Background: an optimization exercise with open tools, aiming at small area, a short achievable clock period and few clock cycles per item. Do not read the settings as production practice. Where RTL was checked, it was by simulation tests only, not by an equivalence proof against the original.

==> module sha_256, before the edit <==
module sha_256(
    input wire i_clk,
    input wire i_rst,
    input wire i_enable,
    input [511:0] i_data,
    input [7:0] i_N,
    output reg [255:0] o_data,
    output reg o_done
);
    localparam [255:0] IV = {32'h6a09e667, 32'hbb67ae85, 32'h3c6ef372, 32'ha54ff53a,
                             32'h510e527f, 32'h9b05688c, 32'h1f83d9ab, 32'h5be0cd19};
    reg  [5:0]  k;        
    reg         fin;      
    reg         first;    
    reg  [7:0]  nrem;     
    reg         is_new;   
    reg  [31:0] a, b, c, d, e, f, g, h;
    reg  [31:0] hk;       
    reg  [31:0] kq;       
    wire busy   = ~o_done;
    wire [7:0] nrem_n = is_new ? i_N : nrem - 8'd1;
    wire hsh    = busy & ((k[5:1] == 5'b11111) | (k == 6'd0));
    wire [31:0] w;
    wire [31:0] k_j;
    sha256_scheduler u_scheduler (
        .clk(i_clk),
        .i_block(i_data),
        .k(k),
        .W_out(w)
    );
    sha256_functions u_functions (
        .j(k),
        .k_j(k_j)
    );
    function [31:0] CH(input [31:0] x, y, z);
        CH = (x & y) ^ (~x & z);
    endfunction
    function [31:0] MAJ(input [31:0] x, y, z);
        MAJ = (x & y) ^ (x & z) ^ (y & z);
    endfunction
    function [31:0] SIG0(input [31:0] x);
        SIG0 = {x[1:0], x[31:2]} ^ {x[12:0], x[31:13]} ^ {x[21:0], x[31:22]};
    endfunction
    function [31:0] SIG1(input [31:0] x);
        SIG1 = {x[5:0], x[31:6]} ^ {x[10:0], x[31:11]} ^ {x[24:0], x[31:25]};
    endfunction
    wire [31:0] s1 = SIG1(e);
    wire [31:0] ch = CH(e, f, g);
    wire [31:0] s0 = SIG0(a);
    wire [31:0] mj = MAJ(a, b, c);
    function [31:0] FS(input [31:0] x, y, z);
        FS = x ^ y ^ z;
    endfunction
    function [31:0] FC(input [31:0] x, y, z);
        FC = {(x[30:0] & y[30:0]) | (x[30:0] & z[30:0]) | (y[30:0] & z[30:0]), 1'b0};
    endfunction
    wire [31:0] pa1 = FS(hk, w, ch),     qa1 = FC(hk, w, ch);
    wire [31:0] pa2 = FS(s1, s0, mj),    qa2 = FC(s1, s0, mj);
    wire [31:0] pa3 = FS(pa1, qa1, pa2), qa3 = FC(pa1, qa1, pa2);
    wire [31:0] pa4 = FS(pa3, qa3, qa2), qa4 = FC(pa3, qa3, qa2);
    wire [31:0] pe1 = FS(d, hk, w),      qe1 = FC(d, hk, w);
    wire [31:0] pe2 = FS(pe1, qe1, ch),  qe2 = FC(pe1, qe1, ch);
    wire [31:0] pe3 = FS(pe2, qe2, s1),  qe3 = FC(pe2, qe2, s1);
    wire [31:0] a_n = pa4 + qa4;
    wire [31:0] e_n = pe3 + qe3;
    wire [31:0] H0 = o_data[255:224], H1 = o_data[223:192], H2 = o_data[191:160], H3 = o_data[159:128];
    wire [31:0] H4 = o_data[127:96],  H5 = o_data[95:64],   H6 = o_data[63:32],   H7 = o_data[31:0];
    wire [255:0] start = is_new ? IV : o_data;
    wire [31:0] hk_in = o_done ? (is_new ? IV[31:0] : H7) : g;
    wire [31:0] hk_n, h3a, h7e;
    sha256_add u_addk (.x(hk_in), .y(o_done ? 32'h428a2f98 : kq), .s(hk_n));
    sha256_add u_addh (.x(H3), .y(a), .s(h3a));
    sha256_add u_addl (.x(H7), .y(e), .s(h7e));
    always @(posedge i_clk or negedge i_rst) begin
        if (!i_rst) begin
            o_done <= 1'b0;
            k      <= 6'd0;
            fin    <= 1'b0;
            first  <= 1'b0;
            nrem   <= 8'd1;
            is_new <= 1'b1;
        end else if (o_done) begin
            if (i_enable) begin
                o_done <= 1'b0;
                k      <= 6'd1;
                first  <= is_new;
                nrem   <= nrem_n;
                is_new <= (nrem_n == 8'd1);
            end
        end else if (fin) begin
            fin    <= 1'b0;
            o_done <= 1'b1;
        end else if (k == 6'd0) begin
            fin <= 1'b1;
        end else begin
            k <= k + 6'd1;
        end
    end
    always @(posedge i_clk) begin
        if (o_done) begin
            {a, b, c, d, e, f, g, h} <= start;
            kq <= 32'h71374491;
        end else begin
            a <= a_n; b <= a; c <= b; d <= c;
            e <= e_n; f <= e; g <= f; h <= g;
            kq <= k_j;
        end
        hk <= hk_n;
    end
    always @(posedge i_clk) begin
        if (busy & first & (k == 6'd1)) begin
            o_data <= IV;
        end else if (hsh) begin
            o_data <= {h3a, H0, H1, H2, h7e, H4, H5, H6};
        end
    end
endmodule
clock: 10.0 ns
lec_check: 0
cap_margin: 20
core_margin: 2
core_utilization: 40
slew_margin: 20
standard.sh (not shown) runs the stock make flow with config.mk's settings and CLKGATE_MAP_FILE= SYNTH_SCRIPT=/design/flow/synth_recipe.tcl, a recipe that flattens the netlist after the stock synthesis.
==> flow/flow/run.sh <==
#!/bin/bash
# Own layout flow: the standard ORFS flow with a few settings changed.
#  - ports are buffered with a plain buffer instead of the delay buffer the
#    resizer picks by default
set -euo pipefail
export BUFFER_PORTS_ARGS="-buffer_cell sky130_fd_sc_hd__buf_1"
export SETUP_SLACK_MARGIN=6
export ADDER_MAP_FILE=
bash standard.sh > standard_flow.log 2>&1
Testbench counts at the start, summed over its fixed seeds: cycles 32,274, blocks 489.
==> next run, changes <==
--- a/flow/design.v
+++ b/flow/design.v
@@ -210,15 +210,8 @@
     function [31:0] FC(input [31:0] x, y, z);
         FC = {(x[30:0] & y[30:0]) | (x[30:0] & z[30:0]) | (y[30:0] & z[30:0]), 1'b0};
     endfunction
-    wire [31:0] pa1 = FS(hk, w, ch),     qa1 = FC(hk, w, ch);
-    wire [31:0] pa2 = FS(s1, s0, mj),    qa2 = FC(s1, s0, mj);
-    wire [31:0] pa3 = FS(pa1, qa1, pa2), qa3 = FC(pa1, qa1, pa2);
-    wire [31:0] pa4 = FS(pa3, qa3, qa2), qa4 = FC(pa3, qa3, qa2);
-    wire [31:0] pe1 = FS(d, hk, w),      qe1 = FC(d, hk, w);
-    wire [31:0] pe2 = FS(pe1, qe1, ch),  qe2 = FC(pe1, qe1, ch);
-    wire [31:0] pe3 = FS(pe2, qe2, s1),  qe3 = FC(pe2, qe2, s1);
-    wire [31:0] a_n = pa4 + qa4;
-    wire [31:0] e_n = pe3 + qe3;
+    wire [31:0] a_n = hk + w + s1 + ch + s0 + mj;
+    wire [31:0] e_n = d + hk + w + s1 + ch;
     wire [31:0] H0 = o_data[255:224], H1 = o_data[223:192], H2 = o_data[191:160], H3 = o_data[159:128];
     wire [31:0] H4 = o_data[127:96],  H5 = o_data[95:64],   H6 = o_data[63:32],   H7 = o_data[31:0];
     wire [255:0] start = is_new ? IV : o_data;
After rerunning:
- maximum frequency fell by 33%
- final cell count fell by about 0.7%
- wire length fell by about 7%
- worst setup slack degrades by 2.1 ns
- via count fell by 3.5%
- die area fell by about 2.5%
For the second run of this note, only the layout was checked, not whether the RTL still works.

==> re-timing with driven ports <==
No port has a modelled driver above. Below, the same layouts with a new extraction and two added sets of constraints.
Step 1: set_driving_cell puts a clkbuf_16 on i_clk and a buf_2 on each other input, an assumption about the parent block.
Step 2 times the ports against the registers' clock, not the clock port: input delays grow and output delays shrink by t, the midpoint of the rising clock arrivals with the driver on.
Three values: ideal ports, drivers, drivers and shift; two values: the first two.
run	shift t [ns]	setup slack, ns	worst setup path after step 2	worst slew at a driven data input, ns
the first run	0.813	5.626 / 5.626 / 5.626	register to register	0.36
the second run	0.801	3.492 / 3.492 / 3.492	register to register	0.39
After both steps every run listed still meets setup and hold.
